This design comes from an exercise in tuning for small area, a short achievable clock period and few clock cycles on the open sky130 flow, not from production work. Where RTL was checked, it was by simulation tests only, not by an equivalence proof against the original. For runs 4 to 8, only the layout was checked, not whether the RTL still works. Power is estimated from default activity; no workload was simulated.

==> design/flow/flow/run.sh <==
#!/bin/bash
# Layout flow: the standard flow (standard.sh) with two changes.
#  1. Synthesis is the standard synthesis script, except that ABC maps
#     the logic with flow/map.abc instead of ORFS's abc_area.script.  All
#     other synthesis steps, and so every register, are unchanged.
#  2. buffer_ports uses sky130_fd_sc_hd__buf_2 for the port buffers (every
#     input and output still gets its own buffer).
set -euo pipefail
W=$(pwd)
cat > "$W/my_synth.tcl" <<EOT
proc abc {args} {
  set i [lsearch -exact \$args -script]
  if {\$i >= 0} { lset args [expr {\$i+1}] $W/flow/map.abc }
  yosys abc {*}\$args
}
source $W/synth_recipe.tcl
EOT
sed "s#SYNTH_SCRIPT=[^ ]*#SYNTH_SCRIPT=$W/my_synth.tcl#" standard.sh > my_standard.sh
grep -q "SYNTH_SCRIPT=$W/my_synth.tcl" my_standard.sh
export BUFFER_PORTS_ARGS="-buffer_cell sky130_fd_sc_hd__buf_2"
bash my_standard.sh > standard.log 2>&1
==> design/flow/flow/map.abc <==
strash
dch
amap
topo
stime -c
buffer -c
upsize -c
dnsize -c
==> design/flow/standard.sh <==
#!/bin/bash
# synth_recipe.tcl (not shown) runs the flow's synth.tcl, then flattens the netlist and writes it again
# the make line also repeats each setting of config.mk as NAME=value (left out here)
make -C /OpenROAD-flow-scripts/flow DESIGN_CONFIG=/design/flow/config.mk WORK_HOME=/design/flow/orfs CLKGATE_MAP_FILE= SYNTH_SCRIPT=/design/flow/synth_recipe.tcl "${@:-finish}"
==> design/flow/config.mk <==
export PLATFORM = sky130hd
export DESIGN_NAME = FAdd
export DESIGN_NICKNAME = FAdd
export VERILOG_FILES = /design/flow/design.v
export SDC_FILE = /design/flow/constraint.sdc
export NUM_CORES = 4
export LEC_CHECK = 0
export ABC_AREA = 1
export CAP_MARGIN = 20
export CORE_MARGIN = 2
export CORE_UTILIZATION = 40
export SETUP_SLACK_MARGIN = 0.5
export SLEW_MARGIN = 20
==> design/flow/constraint.sdc <==
create_clock -name core_clock -period 10.0 [get_ports {clk}]
set_input_delay 2.0000 -clock core_clock [delete_from_list [all_inputs] [get_ports {clk}]]
set_output_delay 2.0000 -clock core_clock [all_outputs]
set_load 0.01 [all_outputs]
==> design/flow/design.v <==
module FAdd(
    input rst,
    input clk,
    input  [31:0]               a,
    input  [31:0]               b,
    output reg [31:0]           c,
    output reg [2:0]            state
);
    wire a_s = a[31];
    wire b_s = b[31];
    wire [7:0] a_e = a[30:23];
    wire [7:0] b_e = b[30:23];
    wire a_h = |a_e;
    wire b_h = |b_e;
    wire a_max = &a_e;
    wire b_max = &b_e;
    wire a_mz = ~|a[22:0];
    wire b_mz = ~|b[22:0];
    wire a_inf = a_max & a_mz;
    wire b_inf = b_max & b_mz;
    wire any_nan = (a_max & ~a_mz) | (b_max & ~b_mz) | (a_inf & b_inf & (a_s ^ b_s));
    wire any_inf = a_inf | b_inf;
    wire swap;
    fa_gt #(31) u_cmp(.a(b[30:0]), .b(a[30:0]), .gt(swap));
    wire [7:0] ea1 = {a_e[7:1], a_e[0] | ~a_h};    
    wire [7:0] eb1 = {b_e[7:1], b_e[0] | ~b_h};
    wire [7:0] d = swap ? eb1 - ea1 : ea1 - eb1;
    wire [7:0] e_big = swap ? eb1 : ea1;
    wire s_big = swap ? b_s : a_s;
    wire [23:0] m_big = swap ? {b_h, b[22:0]} : {a_h, a[22:0]};
    wire [23:0] m_sml = swap ? {a_h, a[22:0]} : {b_h, b[22:0]};
    wire sub = a_s ^ b_s;
    wire big_shift = |d[7:5];
    wire [4:0] sh = d[4:0];
    wire [25:0] al = big_shift ? 26'd0 : ({m_sml, 2'b00} >> sh);
    wire [23:0] lost_mask = big_shift ? {24{1'b1}} : ~({24{1'b1}} << (sh > 5'd2 ? sh - 5'd2 : 5'd0));
    wire sticky = |(m_sml & lost_mask);
    wire [27:0] op_s = {1'b0, al, sticky};
    wire [27:0] sum;
    fa_add #(28) u_add(.x({1'b0, m_big, 3'b000}), .y(op_s ^ {28{sub}}), .ci(sub), .s(sum));
    reg first_n;               
    reg [27:0] r_sum;
    reg [7:0]  r_e;
    reg        r_s;
    reg        r_sub;
    reg        r_nan;
    reg        r_inf;
    always @(posedge clk) begin
        first_n <= rst;
        if (!first_n) begin
            r_sum <= sum;
            r_e   <= e_big;
            r_s   <= s_big;
            r_sub <= sub;
            r_nan <= any_nan;
            r_inf <= any_inf;
        end
    end
    reg [27:0] lim;
    integer i;
    always @* begin
        for (i = 0; i < 28; i = i + 1)
            lim[i] = (r_e == 27 - i);
    end
    wire [27:0] lz_in = r_sum | lim;
    wire [4:0] lz;
    wire zero;                         
    fa_lzc u_lzc(.x({lz_in, 4'b0000}), .n(lz), .zero(zero));
    wire [27:0] n = r_sum << lz;
    wire [7:0] ex = zero ? 8'd0 : r_e - {3'b0, lz} + {7'd0, n[27]};
    wire rnd = n[3] & (n[2] | n[1] | n[0] | n[4]);
    wire [30:0] pk;
    fa_inc #(31) u_inc(.x({ex, n[26:4]}), .ci(rnd), .s(pk));
    wire ovf = (r_e == 8'd254) & r_sum[27];
    wire sgn = (~|r_sum & r_sub) ? 1'b0 : r_s;
    always @* begin
        state = {3{first_n}};
        if (r_nan)
            c = 32'h7f800001;
        else if (r_inf | ovf)
            c = {r_s, 8'hff, 23'd0};
        else
            c = {sgn, pk};
    end
endmodule
module fa_add #(parameter N = 28) (
    input  [N-1:0] x,
    input  [N-1:0] y,
    input          ci,
    output [N-1:0] s
);
    localparam M = N + 1;
    reg [M-1:0] g, p, gn, pn;
    integer l, i;
    always @* begin
        g = {x & y, ci};
        p = {x ^ y, 1'b0};
        for (l = 1; l < M; l = l * 2) begin
            gn = g; pn = p;
            for (i = 0; i < M; i = i + 1)
                if ((i / l) % 2 == 1) begin
                    gn[i] = g[i] | (p[i] & g[(i/l)*l - 1]);
                    pn[i] = p[i] & p[(i/l)*l - 1];
                end
            g = gn; p = pn;
        end
    end
    assign s = x ^ y ^ g[M-2:0];
endmodule
module fa_inc #(parameter N = 31) (
    input  [N-1:0] x,
    input          ci,
    output [N-1:0] s
);
    reg [N-1:0] p, pn;
    integer l, i;
    always @* begin
        p = x;
        for (l = 1; l < N; l = l * 2) begin
            pn = p;
            for (i = 0; i < N; i = i + 1)
                if ((i / l) % 2 == 1) pn[i] = p[i] & p[(i/l)*l - 1];
            p = pn;
        end
    end
    assign s = x ^ ({p[N-2:0], 1'b1} & {N{ci}});
endmodule
module fa_gt #(parameter N = 31) (
    input  [N-1:0] a,
    input  [N-1:0] b,
    output         gt
);
    reg [N-1:0] g, e, gn, en;
    integer l, i;
    always @* begin
        g = a & ~b;
        e = ~(a ^ b);
        for (l = 1; l < N; l = l * 2) begin
            gn = g; en = e;
            for (i = 0; i < N; i = i + 1)
                if ((i / l) % 2 == 1) begin
                    gn[i] = g[i] | (e[i] & g[(i/l)*l - 1]);
                    en[i] = e[i] & e[(i/l)*l - 1];
                end
            g = gn; e = en;
        end
    end
    assign gt = g[N-1];
endmodule
module fa_lzc (
    input  [31:0] x,
    output [4:0]  n,
    output        zero
);
    reg [15:0] z0;  reg [15:0] c0;       
    reg [7:0]  z1;  reg [15:0] c1;       
    reg [3:0]  z2;  reg [11:0] c2;       
    reg [1:0]  z3;  reg [7:0]  c3;       
    integer i;
    always @* begin
        for (i = 0; i < 16; i = i + 1) begin
            z0[i] = ~x[2*i+1] & ~x[2*i];
            c0[i] = ~x[2*i+1];
        end
        for (i = 0; i < 8; i = i + 1) begin
            z1[i] = z0[2*i+1] & z0[2*i];
            c1[2*i +: 2] = z0[2*i+1] ? {1'b1, c0[2*i]} : {1'b0, c0[2*i+1]};
        end
        for (i = 0; i < 4; i = i + 1) begin
            z2[i] = z1[2*i+1] & z1[2*i];
            c2[3*i +: 3] = z1[2*i+1] ? {1'b1, c1[2*(2*i) +: 2]} : {1'b0, c1[2*(2*i+1) +: 2]};
        end
        for (i = 0; i < 2; i = i + 1) begin
            z3[i] = z2[2*i+1] & z2[2*i];
            c3[4*i +: 4] = z2[2*i+1] ? {1'b1, c2[3*(2*i) +: 3]} : {1'b0, c2[3*(2*i+1) +: 3]};
        end
    end
    assign n = z3[1] ? {1'b1, c3[3:0]} : {1'b0, c3[7:4]};
    assign zero = z3[1] & z3[0];
endmodule
==> impl_metrics.toml, run 1 <==
[sta]
tightest_slew_ns = 0.792
maxSlewViolCount = 0
rsz0062_at_grt = "true"
fmax_ghz = 0.114
finClkSkew_ns = 0.00520
final_hold_viol_count = 0
setup_violations = 0
max-slew-margin-rel = 0.468
holdWs_ns = 0.888
finalSetupTns_ns = 0
layout_min_cycle_time_ns = 8.74
min_period_over_period = 0.874

[critical_path]
crit_path_top_delay_cell = "edfxtp_1"
rrSetupSlack_ns = 8.83
critPathRequiredTime_ns = 8.00
start_kind = "register"
cp-end-kind = "output pin"
cp_common_cell = "nor2_1"
critical_path_class = "reg -> out"
worstPathArrival_ns = 6.74
rr_worst_depth = 2
path_max_fanout = 27
max_stage_delay_ns = 0.54

[route]
firstDrtPassIters = 5
wirelength_mm = 27.5
drt_iter0_drc = 795
vias = 9409
drtAntennaViolNets = 0
drcViolationCount = 0
viasPerCell = 5.94
wire_per_inst_um = 17.3

[synthesis]
synth-seq-cells = 41
synthTopCellsByArea = "edfxtp_1, ha_1, nor2_1"
synth_area_leader_cell = "edfxtp_1"
syn_area_mm2 = 0.00834
synth_cell_type_count = 79
ys_async_sr_fraction = 0
yosys.area_share.simple = 0.265
synth_top_area_frac = 0.144
postSynthAreaPerCell_um2 = 6.71
mappedNetlistNets = 1394
synthTopCellsByCount = "nor2_1, a21oi_1, inv_1, o22ai_1, nand2_1"
synth_cells = 1243
yosysMostFrequentCell = "nor2_1"
yosysWarnings = 5
synthAdderAreaFrac = 0.133
synth_enable_flop_cells = 40
synth_xor_area_frac = 0.00105
muxShareOfSynthArea = 0
yosysSeqAreaShare = 0.146
synth_flop_cell = "edfxtp_1"
synth_top_family_by_area = "compound AO/OA/AOI/OAI gates"
synth-compound-area-share = 0.369

[pwr]
powerDensity_mw_per_mm2 = 176
p_leak_nw = 3.86
ir_drop_mv = 0.0702

[cts]
clkTransAtPathRegs_ns = 0.06
ctsLongestPathBuffers = 2
htreeDepth = 2
cts_made_buffers = 5
cts.sinks = 41
cts-root-buf = "clkbuf_16"
tritoncts = "yes"
insertion_delay_ns = 0.29

[place]
dp_cells = 1576
io_buffer_count = 100
place.gp.congestion = 0.954
hpwl_mm = 22.8

[hold_path]
min_path_cells = 2
hp-class = "reg -> reg"

[finish]
final_nets = 1464
area_growth_pct = 11.1
insertedDiodeCount = 0
final_cell_count_no_fill = 1584
drive_above_1_share = 0.143
final_util = 0.455

[outcome]
status = "complete, no violations"

[floorplan]
die_h_um = 148
core_area_mm2 = 0.0204
start_util = 0.410
io_pins = 101
die_area_mm2 = 0.0220
die_w_um = 148
num_rows = 52

[global_route]
antenna_found_initial = 0
grt_pass1_wl_mm = 44.3
grt_pass1_vias = 8560
grt_max_degree = 64
grt.total_usage = 0.248
grt.overflow.total = 0

[job]
cap_violations = 0
## stage by stage
| step | total power [mW] | instance area [um^2] | worst slack, ns |
|---|---|---|---|
| 2_1_floorplan | 1.14 | 8340 | 1.91 |
| 3_3_place_gp | 1.46 | 9120 | 1.07 |
| 3_5_place_dp | 1.46 | 9120 | 1.01 |
| 4_1_cts | 1.63 | 9260 | 1.19 |
| 5_1_grt | 1.79 | 9270 | 0.499 |
| 6_report | 1.63 | 9270 | 1.26 |
## timing repair
| action | 4_1_cts | 5_1_grt |
|---|---|---|
| hold buffers | 0 | 0 |
| setup endpoints to repair | 0 | 2 |
| hold endpoints to repair | 0 | 0 |
| gates resized for setup | 0 | 2 |
| setup buffers | 0 | 0 |
## final timing paths
kind / startpoint / endpoint
setup / recovery: r_e[1] / c[30]
setup reg to reg: first_n / r_e[5]
hold reg to reg: first_n / r_sum[12]
hold / removal: first_n / r_sum[12]
## report_power, final
part | internal [mW] | switching, mW | leakage, nW
Sequential | 0.240 | 0.0388 | 0.405
Combinational | 0.465 | 0.733 | 3.39
Clock | 0.0915 | 0.0664 | 0.0696
## layout make-up
class	count	area [um^2]
Fill cell	2143	11100
Timing Repair Buffer	125	692
Multi-Input combinational cell	1019	6420
Clock buffer	5	125
Inverter	121	454
Sequential cell	41	1220
Tap cell	270	338
Clock inverter	3	17.5
## metal layers
metal | part of all wire | GRT usage
met5 | 0 | 0
met4 | 0.016 | 0.0424
met3 | 0.056 | 0.0267
met2 | 0.44 | 0.404
met1 | 0.49 | 0.359
## state kept, by name (all words and copies together), names as in the netlist
register / cells
r_sum: 28
r_sub: 1
r_e: 8
first_n: 1
r_nan: 1
r_s: 1
r_inf: 1
## critical path: cells and delay by family, from the launching register on
kind / cells / cell delay (ns)
fa+ha+maj: 3 / 0.91
buf+inv: 4 / 0.93
flops: 1 / 0.54
simple gates: 11 / 1.40
compound gates: 11 / 2.67
## layout by cell type, fill, tap and decap left out, types with 24 or more instances in the layout
master    count
o22ai_1      81
o22a_1       67
nor2_1      242
a21oi_1     127
nor3_1       46
nand2_1      80
edfxtp_1     40
inv_1       108
ha_1         79
buf_2       100
o21ai_0      59
buf_4        24
## cell families after synthesis
logic type                 after synthesis
AOI/OAI and AO/OA                      458
xor gates and xnor gates                 1
adders and majority gates               85
buffers and inverters                  183
DFF                                     41
and+or+nand+nor                        475
Testbench counts, summed over its fixed seeds: cycles 24,000.
==> run 2, diff against run 1 <==
--- a/design/flow/flow/run.sh
+++ b/design/flow/flow/run.sh
@@ -18,4 +18,4 @@
 sed "s#SYNTH_SCRIPT=[^ ]*#SYNTH_SCRIPT=$W/my_synth.tcl#" standard.sh > my_standard.sh
 grep -q "SYNTH_SCRIPT=$W/my_synth.tcl" my_standard.sh
-export BUFFER_PORTS_ARGS="-buffer_cell sky130_fd_sc_hd__buf_2"
+export BUFFER_PORTS_ARGS="-buffer_cell sky130_fd_sc_hd__buf_1"
 bash my_standard.sh > standard.log 2>&1
--- a/design/flow/config.mk
+++ b/design/flow/config.mk
@@ -10,4 +10,4 @@
 export CORE_MARGIN = 2
 export CORE_UTILIZATION = 40
-export SETUP_SLACK_MARGIN = 0.5
+export SETUP_SLACK_MARGIN = 1.0
 export SLEW_MARGIN = 20
==> impl_metrics.toml, run 2 <==
[floorplan]
num_rows = 52
start_util = 0.410
core_area_mm2 = 0.0204
io_pins = 101
die_h_um = 148
die_w_um = 148
die_area_mm2 = 0.0220

[sta]
layout_min_cycle_time_ns = 8.53
min_period_over_period = 0.853
fmax_ghz = 0.117
rsz0062_at_grt = "true"
holdWs_ns = 0.923
setup_violations = 0
maxSlewViolCount = 0
finalSetupTns_ns = 0
max-slew-margin-rel = 0.491
tightest_slew_ns = 0.758
final_hold_viol_count = 0
finClkSkew_ns = 0.00795

[synthesis]
synth-seq-cells = 41
synth_cells = 1243
synthTopCellsByCount = "nor2_1, a21oi_1, inv_1, o22ai_1, nand2_1"
synthTopCellsByArea = "edfxtp_1, ha_1, nor2_1"
mappedNetlistNets = 1394
synth_top_area_frac = 0.144
synth_enable_flop_cells = 40
yosysSeqAreaShare = 0.146
postSynthAreaPerCell_um2 = 6.71
yosysWarnings = 5
yosysMostFrequentCell = "nor2_1"
syn_area_mm2 = 0.00834
synth_area_leader_cell = "edfxtp_1"
synth_cell_type_count = 79
ys_async_sr_fraction = 0
synth_flop_cell = "edfxtp_1"

[critical_path]
critical_path_class = "reg -> out"
cp-end-kind = "output pin"
start_kind = "register"
max_stage_delay_ns = 0.43
worstPathArrival_ns = 6.53
path_max_fanout = 17
critPathRequiredTime_ns = 8.00
crit_path_top_delay_cell = "fa_1"

[finish]
final_cell_count_no_fill = 1587
layout_commonest_cell = "nor2_1"
fin_area_mm2 = 0.00937
fill_cells = 2162
largest_registers = "r_sum x28, r_e x8"
final_cell_mix = "nor2_1, a21oi_1, inv_1, buf_1, ha_1"
drive_above_1_share = 0.0873
largest_reg_flops = 28
top_register = "r_sum"
insertedDiodeCount = 0
area_growth_pct = 12.3
final_nets = 1467

[pwr]
powerDensity_mw_per_mm2 = 179
ir_drop_mv = 0.0684
p_leak_nw = 3.66
power_mw = 1.67

[place]
placed_area_mm2 = 0.00898
hpwl_mm = 22.7
place.gp.congestion = 0.915
io_buffer_count = 100
dp_cells = 1575

[cts]
tritoncts = "yes"
insertion_delay_ns = 0.28
ctsLongestPathBuffers = 2
postCtsHoldBufs = 0
cts.sinks = 41
cts_made_buffers = 5
cts-root-buf = "clkbuf_16"
htreeDepth = 2
clkTransAtPathRegs_ns = 0.06

[global_route]
grt.overflow.total = 0
grt.total_usage = 0.244
grt_max_degree = 43
grt_pass1_vias = 8464
antenna_found_initial = 0
grt_pass1_wl_mm = 43.7

[route]
drt_iter0_drc = 855
drtAntennaViolNets = 0
wirelength_mm = 27.5
firstDrtPassIters = 6
wire_per_inst_um = 17.4
viasPerCell = 6.00
drcViolationCount = 0
vias = 9523

[outcome]
status = "complete, no violations"

[job]
cap_violations = 0

[hold_path]
hp-class = "reg -> reg"
==> run 2: cell counts after synthesis <==
Identical to the previous run, type by type.
==> run 2: power breakdown <==
| part | leakage [nW] | switching (mW) | internal, mW |
|---|---|---|---|
| Combinational | 3.18 | 0.753 | 0.457 |
| Sequential | 0.405 | 0.0434 | 0.240 |
| Clock | 0.0808 | 0.0635 | 0.117 |
| Total | 3.66 | 0.860 | 0.814 |
==> run 2: cell type report <==
type,instances,area (um^2),area share
tap,270,338,0.0360
sequential,41,1220,0.130
multi-input combinational,1019,6560,0.700
clock inverter,2,35.0,0.00374
inverter,121,465,0.0497
timing repair buffer,128,621,0.0662
clock buffer,6,129,0.0138
==> run 2: cell families after synthesis <==
logic type	count (synthesis)	share of synthesized area
flip-flops	41	0.146
AND/OR/NAND/NOR	475	0.265
buffers and inverters	183	0.0861
AO/OA/AOI/OAI	458	0.369
XOR/XNOR	1	0.00105
adder cells (fa/ha/maj)	85	0.133
==> run 2: path summary, 6_finish.rpt <==
kind               end  cells past startpoint  slack (ns)     from
min          r_sum[11]                      2        0.92  first_n
max reg2reg     r_e[5]                      2        8.81  first_n
max              c[30]                     32        1.47   r_e[6]
min reg2reg  r_sum[11]                      2        0.92  first_n
==> run 2: repair_timing <==
item	4_1_cts	5_1_grt
buffers inserted	1	3
endpoints found under the setup margin	2	19
pin swaps	1	3
resized for setup	0	45
==> run 2: layer usage <==
metal,routed length [um],share of wire,vias to the layer above,global-route usage
li1,-,-,4772,-
met1,12700,0.46,4328,0.342
met2,12100,0.44,367,0.388
met3,1900,0.069,56,0.0359
met4,874,0.032,0,0.0724
met5,0,0,-,0
==> run 2: worst max-delay path, delay by kind of cell (launching register included) <==
kind / cells / cell delay (ns)
DFF: 1 / 0.34
buffers and inverters: 6 / 0.85
and+or+nand+nor: 11 / 1.71
AOI/OAI and AO/OA: 11 / 2.16
adders and majority gates: 4 / 1.16
==> run 2: metrics by stage <==
step | util | setup WS (ns)
final | 0.460 | 1.47
after CTS | 0.450 | 1.30
after global placement | 0.441 | 1.08
after global routing | 0.460 | 0.928
after floorplan | - | 1.91
after detailed placement | 0.441 | 1.05
==> run 3, diff against run 2 <==
--- a/design/flow/flow/run.sh
+++ b/design/flow/flow/run.sh
@@ -18,4 +18,4 @@
 sed "s#SYNTH_SCRIPT=[^ ]*#SYNTH_SCRIPT=$W/my_synth.tcl#" standard.sh > my_standard.sh
 grep -q "SYNTH_SCRIPT=$W/my_synth.tcl" my_standard.sh
-export BUFFER_PORTS_ARGS="-buffer_cell sky130_fd_sc_hd__buf_1"
+export BUFFER_PORTS_ARGS="-buffer_cell sky130_fd_sc_hd__buf_2"
 bash my_standard.sh > standard.log 2>&1
==> impl_metrics.toml, run 3 <==
[outcome]
status = "complete, no violations"

[critical_path]
critical_path_class = "reg -> out"
path_max_fanout = 27
crit_path_top_delay_cell = "edfxtp_1"
cp_common_cell = "nor2_1"
critPathRequiredTime_ns = 8.00
start_kind = "register"
rrSetupSlack_ns = 8.82
max_stage_delay_ns = 0.56
worstPathArrival_ns = 6.50
cp-end-kind = "output pin"

[finish]
area_growth_pct = 12.7
final_cell_count_no_fill = 1588
final_util = 0.462
insertedDiodeCount = 0
layout_commonest_cell = "nor2_1"
final_nets = 1468
drive_above_1_share = 0.155
largest_reg_flops = 28
final_cell_mix = "nor2_1, a21oi_1, inv_1, buf_2, nand2_1"
largest_registers = "r_sum x28, r_e x8"
fill_cells = 2135
fin_area_mm2 = 0.00940
top_register = "r_sum"

[sta]
min_period_over_period = 0.850
max-slew-margin-rel = 0.465
rsz0062_at_grt = "true"
finClkSkew_ns = 0.00522
layout_min_cycle_time_ns = 8.50
final.setup.worst_slack_ns = 1.50
fmax_ghz = 0.118
final_hold_viol_count = 0
tightest_slew_ns = 0.797
holdWs_ns = 0.893
finalSetupTns_ns = 0
maxSlewViolCount = 0
setup_violations = 0

[cts]
ctsLongestPathBuffers = 2
insertion_delay_ns = 0.29
cts_made_buffers = 5
tritoncts = "yes"
htreeDepth = 2
cts.sinks = 41
cts-root-buf = "clkbuf_16"
clkTransAtPathRegs_ns = 0.06
postCtsHoldBufs = 0

[route]
drtAntennaViolNets = 0
vias = 9507
wirelength_mm = 27.6
drt_iter0_drc = 852
viasPerCell = 5.99
drcViolationCount = 0
firstDrtPassIters = 5
wire_per_inst_um = 17.4

[pwr]
p_leak_nw = 3.90
ir_drop_mv = 0.0715
power_mw = 1.66
powerDensity_mw_per_mm2 = 176

[floorplan]
core_area_mm2 = 0.0204
die_area_mm2 = 0.0220
start_util = 0.410
num_rows = 52
io_pins = 101
die_w_um = 148
die_h_um = 148

[synthesis]
yosysMostFrequentCell = "nor2_1"
postSynthAreaPerCell_um2 = 6.71
synth_area_leader_cell = "edfxtp_1"
synth_enable_flop_cells = 40
synthTopCellsByCount = "nor2_1, a21oi_1, inv_1, o22ai_1, nand2_1"
synthTopCellsByArea = "edfxtp_1, ha_1, nor2_1"
yosysWarnings = 5
synth_cell_type_count = 79
synth-seq-cells = 41
synth_cells = 1243
ys_async_sr_fraction = 0
syn_area_mm2 = 0.00834
yosysSeqAreaShare = 0.146
synth_flop_cell = "edfxtp_1"
mappedNetlistNets = 1394
synth_top_area_frac = 0.144

[place]
hpwl_mm = 22.8
place.gp.congestion = 0.954
io_buffer_count = 100
dp_slack_ns = 1.01
dp_cells = 1576
placed_area_mm2 = 0.00912

[hold_path]
hp-class = "reg -> reg"

[global_route]
grt.overflow.total = 0
grt_max_degree = 64
grt.total_usage = 0.248
grt_pass1_vias = 8560
antenna_found_initial = 0
grt_pass1_wl_mm = 44.3

[job]
cap_violations = 0
==> run 3: cell count changes in the layout (fill, tap and decap cells not counted), moves of 4 or more <==
| cell | previous run | this run |
|---|---|---|
| buf_1 | 100 | 0 |
| buf_2 | 0 | 100 |
| a21oi_1 | 119 | 126 |
| a21oi_2 | 7 | 1 |
| buf_4 | 22 | 26 |
| o22ai_1 | 75 | 79 |
| o22ai_2 | 8 | 4 |
==> run 3: worst paths after layout <==
kind / startpoint / endpoint / cells past startpoint
worst min register to register: first_n / r_sum[12] / 2
worst min-delay path: first_n / r_sum[12] / 2
worst max-delay path: r_e[1] / c[30] / 30
worst max register to register: first_n / r_e[5] / 2
==> run 3: kinds of logic (layout without fill, tap and decap cells) <==
family          after synthesis  after routing  share of synthesized area
flops                        41             41                      0.146
simple gates                475            475                      0.265
buf+inv                     183            258                     0.0861
xor+xnor                      1              1                    0.00105
fa+ha+maj                    85             85                      0.133
compound gates              458            458                      0.369
==> run 3: cell type report <==
class	count	area, um^2	share of cell area
flip-flops and latches	41	1220	0.130
clock buffers	5	125	0.0133
clock inverters	3	17.5	0.00186
well taps	270	338	0.0359
inverters	121	457	0.0486
repair buffers	129	747	0.0794
multi-input cells	1019	6500	0.691
==> run 3: worst max-delay path: cells and delay by family (launching register included) <==
kind            cells  cell delay (ns)
compound gates     11             2.41
fa+ha+maj           3             0.91
buf+inv             5             0.93
flops               1             0.56
simple gates       11             1.38
==> run 3: timing repair <==
| item | CTS | global route |
|---|---|---|
| gates resized for setup | 0 | 22 |
| setup buffers | 0 | 4 |
| endpoints found under the setup margin | 0 | 18 |
==> run 3: per-layer routing <==
layer / global-route usage / wire [um] / part of all wire / up-vias
met1: 0.359 / 13100 / 0.48 / 4346
met2: 0.404 / 12300 / 0.45 / 343
met3: 0.0267 / 1780 / 0.064 / 35
met5: 0 / 0 / 0 / -
met4: 0.0424 / 420 / 0.015 / 0
li1: - / - / - / 4783
==> run 3: report_power, final <==
group / total [mW] / switching [mW] / internal [mW]
clock network: 0.158 / 0.0669 / 0.0915
logic: 1.22 / 0.743 / 0.478
registers: 0.279 / 0.0390 / 0.240
==> run 4, diff against run 3 <==
--- a/design/flow/design.v
+++ b/design/flow/design.v
@@ -21,6 +21,6 @@
     wire any_nan = (a_max & ~a_mz) | (b_max & ~b_mz) | (a_inf & b_inf & (a_s ^ b_s));
     wire any_inf = a_inf | b_inf;
-    wire swap;
-    fa_gt #(31) u_cmp(.a(b[30:0]), .b(a[30:0]), .gt(swap));
+    wire swap, same;
+    fa_gt #(31) u_cmp(.a(b[30:0]), .b(a[30:0]), .gt(swap), .eq(same));
     wire [7:0] ea1 = {a_e[7:1], a_e[0] | ~a_h};    
     wire [7:0] eb1 = {b_e[7:1], b_e[0] | ~b_h};
@@ -43,5 +43,4 @@
     reg [7:0]  r_e;
     reg        r_s;
-    reg        r_sub;
     reg        r_nan;
     reg        r_inf;
@@ -51,6 +50,5 @@
             r_sum <= sum;
             r_e   <= e_big;
-            r_s   <= s_big;
-            r_sub <= sub;
+            r_s   <= s_big & ~(sub & same);    
             r_nan <= any_nan;
             r_inf <= any_inf;
@@ -73,5 +71,4 @@
     fa_inc #(31) u_inc(.x({ex, n[26:4]}), .ci(rnd), .s(pk));
     wire ovf = (r_e == 8'd254) & r_sum[27];
-    wire sgn = (~|r_sum & r_sub) ? 1'b0 : r_s;
     always @* begin
         state = {3{first_n}};
@@ -81,5 +78,5 @@
             c = {r_s, 8'hff, 23'd0};
         else
-            c = {sgn, pk};
+            c = {r_s, pk};
     end
 endmodule
@@ -129,5 +126,6 @@
     input  [N-1:0] a,
     input  [N-1:0] b,
-    output         gt
+    output         gt,
+    output         eq
 );
     reg [N-1:0] g, e, gn, en;
@@ -147,4 +145,5 @@
     end
     assign gt = g[N-1];
+    assign eq = e[N-1];
 endmodule
 module fa_lzc (
==> impl_metrics.toml, run 4 <==
[outcome]
status = "complete, no violations"

[global_route]
grt_pass1_wl_mm = 44.5
grt_pass1_vias = 8450
grt.total_usage = 0.249
grt.overflow.total = 0
antenna_found_initial = 0
grt_max_degree = 68

[pwr]
p_comb_frac = 0.735
power_mw = 1.80
p_leak_nw = 4.09
powerDensity_mw_per_mm2 = 180
p_sw_mw = 0.891
p_clk_frac = 0.114
intPower_mw = 0.911
ir_drop_mv = 0.0813
switching_share = 0.495
pwr-share-seq = 0.151

[critical_path]
max_stage_delay_ns = 0.40
path_max_fanout = 8
start_kind = "register"
critical_path_class = "reg -> out"
cp_common_cell = "or3_4"
crit_path_top_delay_cell = "or3_4"
critPathRequiredTime_ns = 8.00
worstPathArrival_ns = 6.78
cp-end-kind = "output pin"

[place]
io_buffer_count = 100
place.gp.congestion = 1.06
hpwl_mm = 23.1
dp_slack_ns = 0.523

[finish]
regArea_mm2 = 0.00119
final_nets = 1524
fill_cells = 2152
final_cell_mix = "nor2_1, a21oi_1, inv_1, buf_2, o22ai_1"
drive_above_1_share = 0.194
insertedDiodeCount = 0
layout_commonest_cell = "nor2_1"
top_register = "r_sum"
largest_reg_flops = 28
largest_registers = "r_sum x28, r_e x8"
multi_input_area_mm2 = 0.00670
area_growth_pct = 18.7

[synthesis]
synth_area_leader_cell = "edfxtp_1"
yosysSeqAreaShare = 0.141
postSynthAreaPerCell_um2 = 6.64
synth_top_area_frac = 0.139
synth-seq-cells = 40
syn_area_mm2 = 0.00842
ys_async_sr_fraction = 0
synth_cells = 1269
yosysMostFrequentCell = "nor2_1"
synthTopCellsByArea = "edfxtp_1, ha_1, nor2_1"
yosysWarnings = 5
synthTopCellsByCount = "nor2_1, a21oi_1, inv_1, o22ai_1, ha_1"
synth_cell_type_count = 75
synth_enable_flop_cells = 39
synth_flop_cell = "edfxtp_1"
mappedNetlistNets = 1421

[floorplan]
start_util = 0.404
die_area_mm2 = 0.0222
die_h_um = 149
die_w_um = 149
num_rows = 53
io_pins = 101
core_area_mm2 = 0.0208

[route]
drcViolationCount = 0
drtAntennaViolNets = 0
wirelength_mm = 29.3
drt_iter0_drc = 944
viasPerCell = 5.94
vias = 9791
wire_per_inst_um = 17.8
firstDrtPassIters = 6

[cts]
insertion_delay_ns = 0.28
cts.sinks = 40
tritoncts = "yes"
cts_made_buffers = 5
cts-root-buf = "clkbuf_16"
htreeDepth = 2
postCtsHoldBufs = 0
ctsLongestPathBuffers = 2
clkTransAtPathRegs_ns = 0.06

[job]
cap_violations = 0

[sta]
finalSetupTns_ns = 0
fmax_ghz = 0.114
final_hold_viol_count = 0
min_period_over_period = 0.878
layout_min_cycle_time_ns = 8.78
finClkSkew_ns = 0.00629
maxSlewViolCount = 0
final.setup.worst_slack_ns = 1.22
setup_violations = 0
max-slew-margin-rel = 0.530
rsz0062_at_grt = "false"
tightest_slew_ns = 0.705

[hold_path]
hp-class = "reg -> reg"
-- run 4: changes by cell type in the layout (fill, tap and decap cells not counted), sizes merged, moves of 8 or more --
cell,before,now
or4,9,0
nor2,245,258
or3,5,13
nand4,14,26
buf,129,162
-- run 4: cell families (layout without fill, tap and decap cells) --
kind of cell,Yosys count,after routing,synth area share
AOI/OAI and AO/OA,457,458,0.358
adders and majority gates,86,86,0.133
buffers and inverters,196,299,0.0943
DFF,40,40,0.141
and+or+nand+nor,490,490,0.273
-- run 4: worst max-delay path: cells and delay by family, from the launching register on --
| kind | cells | cell delay, ns |
|---|---|---|
| compound gates | 9 | 1.69 |
| fa+ha+maj | 4 | 0.88 |
| buf+inv | 7 | 0.73 |
| flops | 1 | 0.37 |
| simple gates | 13 | 2.84 |
-- run 4: what timing repair did --
item	4_1_cts	5_1_grt
setup buffers	13	25
endpoints found under the hold margin	0	0
resized for setup	18	50
setup endpoints to repair	6	22
gates cloned	0	4
pin swaps	6	10
-- run 4: routing by layer --
layer  GRT usage  up-vias  share of wire
met4      0.0700        0          0.029
li1            -     4909              -
met2       0.403      406           0.45
met1       0.354     4413           0.45
met3      0.0242       63          0.067
met5           0        -              0
-- run 4: per-stage QoR --
stage	util	cell area, um^2	hold slack [ns]	std cells
floorplan	-	8420	1.13	1269
global placement	0.439	9140	0.931	1597
detailed placement	0.439	9140	0.928	1597
CTS	0.457	9520	0.941	1618
global route	0.480	10000	0.978	1648
finish	0.480	10000	0.904	1648
-- run 4: layout make-up --
| type | instances | area share |
|---|---|---|
| multi-input cells | 1034 | 0.670 |
| flip-flops and latches | 40 | 0.119 |
| repair buffers | 164 | 0.108 |
| inverters | 126 | 0.0492 |
| well taps | 275 | 0.0344 |
| clock buffers | 6 | 0.0129 |
| clock inverters | 2 | 0.00601 |
| repair inverters | 1 | 0.000501 |
-- run 4: worst paths after layout --
| kind | from | end | slack [ns] | cells after the start |
|---|---|---|---|---|
| setup / recovery | r_e[6] | c[30] | 1.22 | 33 |
| hold / removal | first_n | r_sum[4] | 0.90 | 2 |
| setup reg to reg | first_n | r_e[1] | 8.83 | 2 |
| hold reg to reg | first_n | r_sum[4] | 0.90 | 2 |
-- run 4: power by group through the flow --
stage | Sequential (mW) | Clock, mW | Combinational [mW]
6_report | 0.271 | 0.206 | 1.32
4_1_cts | 0.268 | 0.211 | 1.22
5_1_grt | 0.273 | 0.217 | 1.46
2_1_floorplan | 0.253 | 0 | 0.887
3_3_place_gp | 0.275 | 0 | 1.19
3_5_place_dp | 0.274 | 0 | 1.19
==> run 5, diff against run 4 <==
--- a/design/flow/design.v
+++ b/design/flow/design.v
@@ -21,6 +21,6 @@
     wire any_nan = (a_max & ~a_mz) | (b_max & ~b_mz) | (a_inf & b_inf & (a_s ^ b_s));
     wire any_inf = a_inf | b_inf;
-    wire swap, same;
-    fa_gt #(31) u_cmp(.a(b[30:0]), .b(a[30:0]), .gt(swap), .eq(same));
+    wire swap;
+    fa_gt #(31) u_cmp(.a(b[30:0]), .b(a[30:0]), .gt(swap));
     wire [7:0] ea1 = {a_e[7:1], a_e[0] | ~a_h};    
     wire [7:0] eb1 = {b_e[7:1], b_e[0] | ~b_h};
@@ -31,9 +31,17 @@
     wire [23:0] m_sml = swap ? {a_h, a[22:0]} : {b_h, b[22:0]};
     wire sub = a_s ^ b_s;
-    wire big_shift = |d[7:5];
-    wire [4:0] sh = d[4:0];
-    wire [25:0] al = big_shift ? 26'd0 : ({m_sml, 2'b00} >> sh);
-    wire [23:0] lost_mask = big_shift ? {24{1'b1}} : ~({24{1'b1}} << (sh > 5'd2 ? sh - 5'd2 : 5'd0));
-    wire sticky = |(m_sml & lost_mask);
+    wire [4:0] sh = d[4:0] | {5{|d[7:5]}};
+    reg [25:0] al;
+    reg        sticky;
+    integer k;
+    always @* begin
+        al = {m_sml, 2'b00};
+        sticky = 1'b0;
+        for (k = 4; k >= 0; k = k - 1)
+            if (sh[k]) begin
+                sticky = sticky | |(al & ((26'd1 << (1 << k)) - 1));
+                al = al >> (1 << k);
+            end
+    end
     wire [27:0] op_s = {1'b0, al, sticky};
     wire [27:0] sum;
@@ -43,4 +51,5 @@
     reg [7:0]  r_e;
     reg        r_s;
+    reg        r_sub;
     reg        r_nan;
     reg        r_inf;
@@ -50,5 +59,6 @@
             r_sum <= sum;
             r_e   <= e_big;
-            r_s   <= s_big & ~(sub & same);    
+            r_s   <= s_big;
+            r_sub <= sub;
             r_nan <= any_nan;
             r_inf <= any_inf;
@@ -71,4 +81,5 @@
     fa_inc #(31) u_inc(.x({ex, n[26:4]}), .ci(rnd), .s(pk));
     wire ovf = (r_e == 8'd254) & r_sum[27];
+    wire sgn = (~|r_sum & r_sub) ? 1'b0 : r_s;
     always @* begin
         state = {3{first_n}};
@@ -78,5 +89,5 @@
             c = {r_s, 8'hff, 23'd0};
         else
-            c = {r_s, pk};
+            c = {sgn, pk};
     end
 endmodule
@@ -126,6 +137,5 @@
     input  [N-1:0] a,
     input  [N-1:0] b,
-    output         gt,
-    output         eq
+    output         gt
 );
     reg [N-1:0] g, e, gn, en;
@@ -145,5 +155,4 @@
     end
     assign gt = g[N-1];
-    assign eq = e[N-1];
 endmodule
 module fa_lzc (
==> impl_metrics.toml, run 5 <==
[critical_path]
path_max_fanout = 12
critPathRequiredTime_ns = 10.03
cp_common_cell = "nor2_1"
worstPathArrival_ns = 8.73
start_kind = "input port"
cp-end-kind = "register"
critical_path_class = "in -> reg"
max_stage_delay_ns = 0.43
crit_path_top_delay_cell = "fa_1"

[pwr]
ir_drop_mv = 0.0995
powerDensity_mw_per_mm2 = 203
p_leak_nw = 3.94

[floorplan]
die_w_um = 147
num_rows = 52
io_pins = 101
die_area_mm2 = 0.0216
core_area_mm2 = 0.0202
die_h_um = 147
start_util = 0.405

[cts]
ctsLongestPathBuffers = 2
postCtsHoldBufs = 0
htreeDepth = 2
tritoncts = "yes"
insertion_delay_ns = 0.28
cts-root-buf = "clkbuf_16"
cts_made_buffers = 5
cts.sinks = 41
clkTransAtPathRegs_ns = 0.06

[synthesis]
synth_top_area_frac = 0.147
synth_flop_cell = "edfxtp_1"
synth_cells = 1194
synth-seq-cells = 41
yosysMostFrequentCell = "nor2_1"
synth_cell_type_count = 83
synthTopCellsByArea = "edfxtp_1, ha_1, o22a_1"
synth_enable_flop_cells = 40
mappedNetlistNets = 1344
synthTopCellsByCount = "nor2_1, inv_1, a21oi_1, nand2_1, o22ai_1"
syn_area_mm2 = 0.00817
postSynthAreaPerCell_um2 = 6.84
ys_async_sr_fraction = 0
yosysWarnings = 5
yosysSeqAreaShare = 0.149
synth_area_leader_cell = "edfxtp_1"

[job]
cap_violations = 0

[sta]
setup_violations = 0
rsz0062_at_grt = "true"
max-slew-margin-rel = 0.353
min_period_over_period = 0.870
tightest_slew_ns = 0.962
fmax_ghz = 0.115
layout_min_cycle_time_ns = 8.70
maxSlewViolCount = 0
finClkSkew_ns = 0.00426
final_hold_viol_count = 0
holdWs_ns = 0.934
finalSetupTns_ns = 0

[route]
drcViolationCount = 0
drtAntennaViolNets = 0
wirelength_mm = 25.7
firstDrtPassIters = 5
wire_per_inst_um = 16.6
vias = 9268
viasPerCell = 5.96
drt_iter0_drc = 963

[finish]
largest_registers = "r_sum x28, r_e x8"
drive_above_1_share = 0.193
top_register = "r_sum"
final_nets = 1433
insertedDiodeCount = 0
area_growth_pct = 16.0
largest_reg_flops = 28
layout_commonest_cell = "nor2_1"
final_cell_mix = "nor2_1, inv_1, nand2_1, buf_2, a21oi_1"
final_cell_count_no_fill = 1554
multi_input_area_mm2 = 0.00649
fill_cells = 2080
final_util = 0.470
regArea_mm2 = 0.00122

[place]
hpwl_mm = 20.2
io_buffer_count = 100
place.gp.congestion = 0.956
dp_cells = 1517

[global_route]
antenna_found_initial = 0
grt_pass1_wl_mm = 40.3
grt_max_degree = 58
grt_pass1_vias = 8042
grt.overflow.total = 0
grt.total_usage = 0.224

[hold_path]
hp-class = "reg -> reg"

[outcome]
status = "complete, no violations"
==> run 5: cell types whose count changed in the layout (fill, tap and decap cells not counted), moves of 8 or more <==
cell,delta
o21a_1,-10
o22ai_1,+10
nand2_1,+27
nor2_1,-78
buf_4,-18
o21ai_0,+8
a21oi_1,-24
o32ai_1,-12
o22a_1,+14
inv_2,-8
==> run 5: path summary, 6_finish.rpt <==
check | start | end | slack, ns | cells after the start
max reg2reg | first_n | r_inf | 8.80 | 2
max | b[23] | r_sum[27] | 1.30 | 50
min | first_n | r_sum[8] | 0.93 | 2
min reg2reg | first_n | r_sum[8] | 0.93 | 2
==> run 5: layout make-up <==
type / count / area share
clock buffer: 5 / 0.0132
clock inverter: 3 / 0.00436
inverter: 121 / 0.0512
multi-input combinational: 977 / 0.685
sequential: 41 / 0.129
tap: 270 / 0.0356
timing repair buffer: 135 / 0.0809
timing repair inverter: 2 / 0.00106
==> run 5: where the power goes <==
group          internal (mW)  switching, mW
Clock                  0.117         0.0654
Sequential             0.266         0.0568
Combinational          0.572          0.851
==> run 5: through the flow <==
stage	worst slack, ns	instance area, um^2	power [mW]
2_1_floorplan	1.32	8170	1.31
3_3_place_gp	0.472	8850	1.64
3_5_place_dp	0.464	8860	1.65
4_1_cts	0.965	9050	1.84
5_1_grt	0.710	9480	2.11
6_report	1.30	9480	1.93
==> run 5: kinds of logic (layout without fill, tap and decap cells) <==
kind of cell,count (synthesis),count (layout),share of synthesized area
simple gates,427,427,0.247
compound gates,462,466,0.382
flops,41,41,0.149
fa+ha+maj,84,84,0.134
buf+inv,180,266,0.0877
==> run 5: worst max-delay path: cells and delay by family <==
kind / cells / cell delay, ns
compound gates: 17 / 2.56
simple gates: 21 / 2.34
fa+ha+maj: 3 / 1.01
buf+inv: 9 / 0.78
==> run 5: layer usage <==
layer  track usage  up-vias  wire (um)
li1              -     4656          -
met1         0.325     4205      11900
met2         0.358      365      11400
met3        0.0267       42       1890
met4        0.0476        0        520
met5             0        -          0
==> run 5: what timing repair did <==
item,4_1_cts,5_1_grt
cloned,1,5
pin swaps,0,16
setup endpoints to repair,3,22
gates resized for setup,4,49
buffers inserted,1,22
==> run 6, diff against run 5 <==
==> design/flow/flow/map.abc (replaced) <==
&get -n
&st
&dch
&nf -R 1000
&put
topo
stime -c
buffer -c
upsize -c
dnsize -c
==> impl_metrics.toml, run 6 <==
[critical_path]
rrSetupSlack_ns = 8.86
cp_common_cell = "a21o_1"
reg2reg_to = "r_e[5]"
crit_path_top_delay_cell = "a21oi_4"
rr_worst_depth = 2
path_max_fanout = 45
max_stage_delay_ns = 0.58
critical_path_class = "in -> reg"
cp-end-kind = "register"
worstPathArrival_ns = 8.50
start_kind = "input port"
critPathRequiredTime_ns = 10.02
r2r-start = "first_n"

[synthesis]
synth-compound-area-share = 0.226
synth-seq-cells = 41
syn_area_mm2 = 0.00846
ys_async_sr_fraction = 0
synth_enable_flop_cells = 40
muxShareOfSynthArea = 0.147
synthAdderAreaFrac = 0.130
synthTopCellsByCount = "nor2_1, a21oi_1, mux2i_1, nand2_1, o21ai_0"
mappedNetlistNets = 1296
synth_flop_cell = "edfxtp_1"
synth_area_leader_cell = "edfxtp_1"
synth_top_area_frac = 0.142
yosysSeqAreaShare = 0.144
synth_xor_area_frac = 0.0673
synth_cell_type_count = 76
yosysWarnings = 5
synth_top_family_by_area = "compound AO/OA/AOI/OAI gates"
yosys.area_share.simple = 0.221
yosysMostFrequentCell = "nor2_1"
synth_cells = 1146
synthTopCellsByArea = "edfxtp_1, mux2i_1, ha_1"
postSynthAreaPerCell_um2 = 7.38

[finish]
insertedDiodeCount = 0
final_util = 0.448
largest_reg_flops = 28
area_growth_pct = 10.5
fin_area_mm2 = 0.00936
drive_above_1_share = 0.137
top_register = "r_sum"
final_cell_count_no_fill = 1484
layout_commonest_cell = "nor2_1"
largest_registers = "r_sum x28, r_e x8"
final_nets = 1358
final_cell_mix = "nor2_1, a21oi_1, mux2i_1, buf_2, nand2_1"

[floorplan]
die_area_mm2 = 0.0223
io_pins = 101
num_rows = 53
die_h_um = 149
core_area_mm2 = 0.0209
die_w_um = 149
start_util = 0.405

[cts]
cts-root-buf = "clkbuf_16"
cts.sinks = 41
cts_made_buffers = 5
htreeDepth = 2
postCtsHoldBufs = 0
clkTransAtPathRegs_ns = 0.06
tritoncts = "yes"
ctsLongestPathBuffers = 2
insertion_delay_ns = 0.28

[pwr]
powerDensity_mw_per_mm2 = 206
ir_drop_mv = 0.0795
power_mw = 1.93
p_leak_nw = 4.20

[hold_path]
hold_end = "r_sum[9]"
min-delay-start = "first_n"
hp-class = "reg -> reg"
min_path_cells = 2

[job]
cap_violations = 0

[global_route]
antenna_found_initial = 0
grt_pass1_wl_mm = 37.3
grt.overflow.total = 0
grt.total_usage = 0.205
grt_pass1_vias = 7462
grt_max_degree = 93

[sta]
fmax_ghz = 0.118
maxSlewViolCount = 0
min_period_over_period = 0.847
finalSetupTns_ns = 0
setup_violations = 0
tightest_slew_ns = 0.844
layout_min_cycle_time_ns = 8.47
max-slew-margin-rel = 0.437
holdWs_ns = 0.879
rsz0062_at_grt = "true"
final.setup.worst_slack_ns = 1.53
finClkSkew_ns = 0.00376
final_hold_viol_count = 0

[place]
place.gp.congestion = 0.905
dp_slack_ns = 1.07
hpwl_mm = 19.6
io_buffer_count = 100
placed_area_mm2 = 0.00914
dp_cells = 1474

[route]
vias = 8149
drt_iter0_drc = 498
viasPerCell = 5.49
firstDrtPassIters = 5
drtAntennaViolNets = 0
wirelength_mm = 23.2
drcViolationCount = 0
wire_per_inst_um = 15.6

[outcome]
status = "complete, no violations"
-- run 6: changes by cell type after synthesis, moves of 24 or more --
| cell | delta |
|---|---|
| xnor2_1 | +50 |
| nor2_1 | -24 |
| inv_1 | -47 |
| mux2i_1 | +119 |
| o22a_1 | -81 |
| o22ai_1 | -91 |
-- run 6: routing by layer --
layer  track usage  wire length, um  vias to the layer above
met5             0                0                        -
met4        0.0724              690                        0
met3       0.00762              766                       44
met2         0.357            10800                      208
met1         0.273            10900                     3622
li1              -                -                     4275
-- run 6: logic make-up after synthesis --
family          Yosys count
compound gates          308
xor+xnor                 65
fa+ha+maj                84
buf+inv                 124
flops                    41
mux                     124
simple gates            400
-- run 6: final cells by class --
class	instances	area, um^2
fill	2175	11500
multi-input combinational	981	6750
sequential	41	1220
timing repair buffer	118	652
tap	275	344
inverter	61	229
clock buffer	6	129
clock inverter	2	33.8
-- run 6: worst max-delay path: cells and delay by family --
family | cells | cell delay [ns]
compound gates | 19 | 4.28
xor+xnor | 2 | 0.27
fa+ha+maj | 2 | 0.61
buf+inv | 3 | 0.39
mux | 2 | 0.35
simple gates | 4 | 0.62
-- run 6: worst max path at each step --
stage | from | endpoint | slack (ns) | cells after the start
6_report | a[17] | r_sum[27] | 1.53 | 32
5_1_grt | a[24] | r_sum[27] | 0.94 | 37
4_1_cts | a[24] | r_sum[27] | 1.34 | 37
3_5_place_dp | a[24] | r_sum[27] | 1.07 | 37
3_3_place_gp | b[23] | r_sum[27] | 1.19 | 35
2_1_floorplan | b[23] | r_sum[27] | 1.73 | 30
-- run 6: repair_timing --
action	CTS	global route
endpoints found under the setup margin	0	7
gates resized for setup	0	7
buffers inserted	0	2
-- run 6: where the power goes --
part	internal (mW)	switching, mW	leakage [nW]
Sequential	0.272	0.0620	0.405
Clock	0.117	0.0568	0.0785
Combinational	0.585	0.833	3.72
==> run 7, diff against run 6 <==
--- a/design/flow/config.mk
+++ b/design/flow/config.mk
@@ -10,4 +10,4 @@
 export CORE_MARGIN = 2
 export CORE_UTILIZATION = 40
-export SETUP_SLACK_MARGIN = 1.0
+export SETUP_SLACK_MARGIN = 1.5
 export SLEW_MARGIN = 20
==> impl_metrics.toml, run 7 <==
[global_route]
grt_pass1_vias = 7459
grt.overflow.total = 0
antenna_found_initial = 0
grt.total_usage = 0.206
grt_pass1_wl_mm = 37.3
grt_max_degree = 93

[synthesis]
synth_top_area_frac = 0.142
synth_flop_cell = "edfxtp_1"
yosysMostFrequentCell = "nor2_1"
synth-seq-cells = 41
yosysSeqAreaShare = 0.144
synthTopCellsByArea = "edfxtp_1, mux2i_1, ha_1"
synth_enable_flop_cells = 40
mappedNetlistNets = 1296
yosysWarnings = 5
synthTopCellsByCount = "nor2_1, a21oi_1, mux2i_1, nand2_1, o21ai_0"
synth_area_leader_cell = "edfxtp_1"
postSynthAreaPerCell_um2 = 7.38
synth_cell_type_count = 76
synth_cells = 1146
ys_async_sr_fraction = 0
syn_area_mm2 = 0.00846

[cts]
insertion_delay_ns = 0.28
clkTransAtPathRegs_ns = 0.06
ctsLongestPathBuffers = 2
htreeDepth = 2
postCtsHoldBufs = 0
cts.sinks = 41
cts_made_buffers = 5
tritoncts = "yes"
cts-root-buf = "clkbuf_16"

[route]
wirelength_mm = 24.1
vias = 8352
viasPerCell = 5.56
drtAntennaViolNets = 0
wire_per_inst_um = 16.0
firstDrtPassIters = 6
drt_iter0_drc = 542
drcViolationCount = 0

[sta]
finClkSkew_ns = 0.00378
max-slew-margin-rel = 0.437
setup_violations = 0
fmax_ghz = 0.123
final_hold_viol_count = 0
tightest_slew_ns = 0.844
finalSetupTns_ns = 0
min_period_over_period = 0.816
maxSlewViolCount = 0
layout_min_cycle_time_ns = 8.16
rsz0062_at_grt = "true"

[finish]
drive_above_1_share = 0.161
insertedDiodeCount = 0
final_nets = 1375
largest_reg_flops = 28
fill_cells = 2148
multi_input_area_mm2 = 0.00690
top_register = "r_sum"
largest_registers = "r_sum x28, r_e x8"
area_growth_pct = 14.1
final_cell_mix = "nor2_1, a21oi_1, mux2i_1, buf_2, nand2_1"
fin_area_mm2 = 0.00966
regArea_mm2 = 0.00122
layout_commonest_cell = "nor2_1"

[critical_path]
max_stage_delay_ns = 0.39
worstPathArrival_ns = 8.18
critPathRequiredTime_ns = 10.02
path_max_fanout = 22
cp-end-kind = "register"
start_kind = "input port"
cp_common_cell = "a21o_1"
crit_path_top_delay_cell = "a2111oi_4"
critical_path_class = "in -> reg"

[floorplan]
die_w_um = 149
die_area_mm2 = 0.0223
core_area_mm2 = 0.0209
num_rows = 53
die_h_um = 149
start_util = 0.405
io_pins = 101

[place]
io_buffer_count = 100
hpwl_mm = 19.6
place.gp.congestion = 0.905
placed_area_mm2 = 0.00914

[pwr]
ir_drop_mv = 0.0791
powerDensity_mw_per_mm2 = 204
p_leak_nw = 4.34

[hold_path]
hp-class = "reg -> reg"

[job]
cap_violations = 0

[outcome]
status = "complete, no violations"
==> run 7: cell type report <==
| cell class | count | area share |
|---|---|---|
| clock inverter | 2 | 0.00350 |
| sequential | 41 | 0.126 |
| multi-input combinational | 983 | 0.715 |
| tap | 275 | 0.0356 |
| clock buffer | 6 | 0.0133 |
| inverter | 61 | 0.0237 |
| timing repair buffer | 133 | 0.0827 |
==> run 7: through the flow <==
| stage | setup slack (ns) | hold slack, ns | std cells | util | total power, mW |
|---|---|---|---|---|---|
| after CTS | 1.50 | 0.893 | 1482 | 0.446 | 1.93 |
| after global routing | 1.42 | 0.938 | 1501 | 0.462 | 2.16 |
| final | 1.84 | 0.877 | 1501 | 0.462 | 1.97 |
| after floorplan | 1.73 | 1.15 | 1146 | - | 1.39 |
| after global placement | 1.19 | 0.877 | 1474 | 0.438 | 1.74 |
| after detailed placement | 1.07 | 0.877 | 1474 | 0.438 | 1.74 |
==> run 7: worst paths after layout <==
path	from	to	slack [ns]	cells past startpoint
hold reg to reg	first_n	r_sum[9]	0.88	2
setup / recovery	a[28]	r_sum[27]	1.84	37
setup reg to reg	first_n	r_e[5]	8.86	2
hold / removal	first_n	r_sum[9]	0.88	2
==> run 7: worst max-delay path, delay by kind of cell <==
kind	cells	cell delay [ns]
simple gates	7	1.15
xor+xnor	2	0.23
mux	2	0.29
compound gates	20	3.36
buf+inv	3	0.39
fa+ha+maj	3	0.77
==> run 7: kinds of logic after synthesis <==
| logic type | Yosys count | synth area share |
|---|---|---|
| compound gates | 308 | 0.226 |
| buf+inv | 124 | 0.0643 |
| mux | 124 | 0.147 |
| simple gates | 400 | 0.221 |
| flops | 41 | 0.144 |
| xor+xnor | 65 | 0.0673 |
| fa+ha+maj | 84 | 0.130 |
==> run 7: power by group <==
part	switching, mW	internal, mW
logic	0.857	0.607
clock network	0.0565	0.117
registers	0.0618	0.272
total	0.976	0.995
==> run 7: timing repair <==
action,CTS,global route
pin swaps,0,18
cloned,0,3
setup endpoints to repair,2,22
buffers inserted,0,16
gates resized for setup,3,42
==> run 7: metal layers <==
metal	vias to the layer above	wire, um	global-route usage
met1	3766	11100	0.273
met2	227	11400	0.359
li1	4309	-	-
met5	-	0	0
met3	50	925	0.00762
met4	0	680	0.0695
==> run 8, diff against run 7 <==
--- a/design/flow/config.mk
+++ b/design/flow/config.mk
@@ -10,4 +10,4 @@
 export CORE_MARGIN = 2
 export CORE_UTILIZATION = 40
-export SETUP_SLACK_MARGIN = 1.5
+export SETUP_SLACK_MARGIN = 0.5
 export SLEW_MARGIN = 20
==> impl_metrics.toml, run 8 <==
[finish]
final_util = 0.445
largest_registers = "r_sum x28, r_e x8"
final_cell_mix = "nor2_1, a21oi_1, mux2i_1, buf_2, nand2_1"
layout_commonest_cell = "nor2_1"
fill_cells = 2181
top_register = "r_sum"
area_growth_pct = 9.95
drive_above_1_share = 0.132
largest_reg_flops = 28
final_nets = 1356
insertedDiodeCount = 0

[sta]
min_period_over_period = 0.868
tightest_slew_ns = 0.847
finClkSkew_ns = 0.00420
layout_min_cycle_time_ns = 8.68
rsz0062_at_grt = "false"
max-slew-margin-rel = 0.435
final_hold_viol_count = 0
fmax_ghz = 0.115
finalSetupTns_ns = 0
maxSlewViolCount = 0
setup_violations = 0

[critical_path]
cp_top_family = "compound AO/OA/AOI/OAI gates"
path_max_fanout = 44
reg2reg_to = "r_e[5]"
worstPathArrival_ns = 8.70
cp_common_cell = "a21o_1"
critPathBufInv = 3
critPathRequiredTime_ns = 10.02
start_kind = "input port"
r2r-start = "first_n"
crit_path_top_delay_cell = "or2_2"
max_stage_delay_ns = 0.35
rr_worst_depth = 2
cp-end-kind = "register"
rrSetupSlack_ns = 8.86
critical_path_class = "in -> reg"

[synthesis]
mappedNetlistNets = 1296
ys_async_sr_fraction = 0
synth_top_area_frac = 0.142
synth_cells = 1146
postSynthAreaPerCell_um2 = 7.38
synth_enable_flop_cells = 40
yosysWarnings = 5
synth-seq-cells = 41
synthTopCellsByArea = "edfxtp_1, mux2i_1, ha_1"
synth_area_leader_cell = "edfxtp_1"
syn_area_mm2 = 0.00846
yosysSeqAreaShare = 0.144
synth_cell_type_count = 76
synthTopCellsByCount = "nor2_1, a21oi_1, mux2i_1, nand2_1, o21ai_0"
yosysMostFrequentCell = "nor2_1"
synth_flop_cell = "edfxtp_1"

[floorplan]
die_w_um = 149
die_h_um = 149
start_util = 0.405
io_pins = 101
num_rows = 53
core_area_mm2 = 0.0209
die_area_mm2 = 0.0223

[cts]
cts-root-buf = "clkbuf_16"
htreeDepth = 2
postCtsHoldBufs = 0
tritoncts = "yes"
cts_made_buffers = 5
insertion_delay_ns = 0.28
clkTransAtPathRegs_ns = 0.06
cts.sinks = 41
post-cts-setup-buffer-count = 0
cts_resized = 0
ctsLongestPathBuffers = 2

[pwr]
powerDensity_mw_per_mm2 = 207
p_leak_nw = 4.19
ir_drop_mv = 0.0796
power_mw = 1.92

[global_route]
grt.overflow.total = 0
grt_pass1_wl_mm = 37.3
grt_pass1_vias = 7462
grt.total_usage = 0.205
grt_max_degree = 93
antenna_found_initial = 0

[route]
vias = 8166
wire_per_inst_um = 15.7
firstDrtPassIters = 5
drt_iter0_drc = 490
drtAntennaViolNets = 0
viasPerCell = 5.51
wirelength_mm = 23.2
drcViolationCount = 0

[hold_path]
hp-class = "reg -> reg"
min-delay-start = "first_n"
hold_end = "r_sum[9]"
min_path_cells = 2

[place]
hpwl_mm = 19.6
place.gp.congestion = 0.905
io_buffer_count = 100

[job]
cap_violations = 0

[outcome]
status = "complete, no violations"
==> run 8: cell type report <==
type	instances	area, um^2	area share
Clock inverter	2	33.8	0.00363
Timing Repair Buffer	116	633	0.0680
Inverter	61	229	0.0246
Clock buffer	6	129	0.0138
Multi-Input combinational cell	981	6720	0.722
Sequential cell	41	1220	0.131
Tap cell	275	344	0.0370
==> run 8: worst max path at each step <==
stage               startpoint   endpoint  depth (start not counted)
global route             a[24]  r_sum[27]                         37
CTS                      a[24]  r_sum[27]                         37
finish                   a[24]  r_sum[27]                         37
floorplan                b[23]  r_sum[27]                         30
global placement         b[23]  r_sum[27]                         35
detailed placement       a[24]  r_sum[27]                         37
==> run 8: stage by stage <==
step	instances	worst slack (ns)	hold WS [ns]	area, um^2
after floorplan	1146	1.73	1.15	8460
after global placement	1474	1.19	0.877	9140
after detailed placement	1474	1.07	0.877	9140
after CTS	1482	1.34	0.893	9310
after global routing	1482	0.635	0.938	9310
final	1482	1.32	0.879	9310
==> run 8: routing by layer <==
metal  vias up  global-route usage  part of all wire
met4         0              0.0724             0.030
met2       207               0.357              0.47
met1      3639               0.273              0.47
met5         -                   0                 0
met3        48             0.00762             0.030
li1       4272                   -                 -
==> run 8: worst min-delay path, stage by stage, from the launching register on <==
cell     delay, ns
dfxtp_1       0.34
inv_1         0.05
buf_4         0.26
==> run 8: power by group <==
part           switching, mW  internal, mW
clock network         0.0566         0.117
registers             0.0621         0.272
logic                  0.832         0.583
total                  0.950         0.971
==> run 8: logic make-up (layout without fill, tap and decap cells) <==
| kind of cell | count (synthesis) | after routing | synth area share |
|---|---|---|---|
| buffers and inverters | 124 | 185 | 0.0643 |
| adder cells (fa/ha/maj) | 84 | 84 | 0.130 |
| AND/OR/NAND/NOR | 400 | 400 | 0.221 |
| flip-flops | 41 | 41 | 0.144 |
| XOR/XNOR | 65 | 65 | 0.0673 |
| AO/OA/AOI/OAI | 308 | 308 | 0.226 |
| multiplexers | 124 | 124 | 0.147 |

## what the ideal ports hide
The results above use ideal ports. As a check the final layouts listed here were re-extracted and re-timed, cells and wires unchanged.
Step 1, drivers: a clkbuf_16 drives clk and a buf_2 each remaining input, both assumed.
Step 2 adds t to the input delays and takes it off the output delays; t is the mean of the earliest and latest rising clock arrival at the registers after step 1. Input paths then give back, and output paths get back, about the clock's delay inside the block.
a / b / c = ideal / step 1 / step 2; a / b = the first two.
| run | shift t [ns] | setup WS [ns] | worst setup path at the end | slew at the worst register clock pin (ns) | pins driven straight from the clock port |
|---|---|---|---|---|---|
| run 1 | 0.325 | 1.256 / 1.215 / 1.063 | input to register | 0.06 / 0.06 | 1 |
| run 2 | 0.320 | 1.469 / 1.430 / 1.217 | input to register | 0.06 / 0.06 | 1 |
| run 3 | 0.326 | 1.502 / 1.461 / 1.246 | input to register | 0.06 / 0.06 | 1 |
| run 4 | 0.321 | 1.222 / 1.180 / 1.290 | input to register | 0.06 / 0.06 | 1 |
| run 5 | 0.323 | 1.297 / 1.318 / 0.995 | input to register | 0.06 / 0.06 | 1 |
| run 6 | 0.310 | 1.526 / 1.539 / 1.229 | input to register | 0.06 / 0.06 | 1 |
| run 7 | 0.309 | 1.845 / 1.857 / 1.548 | input to register | 0.06 / 0.06 | 1 |
| run 8 | 0.310 | 1.324 / 1.336 / 1.026 | input to register | 0.06 / 0.06 | 1 |
After both steps setup and hold are still met in every run listed. The setup slack of run 5, which loses most, moves by +0.021 ns with the drivers and by -0.302 ns with both steps.
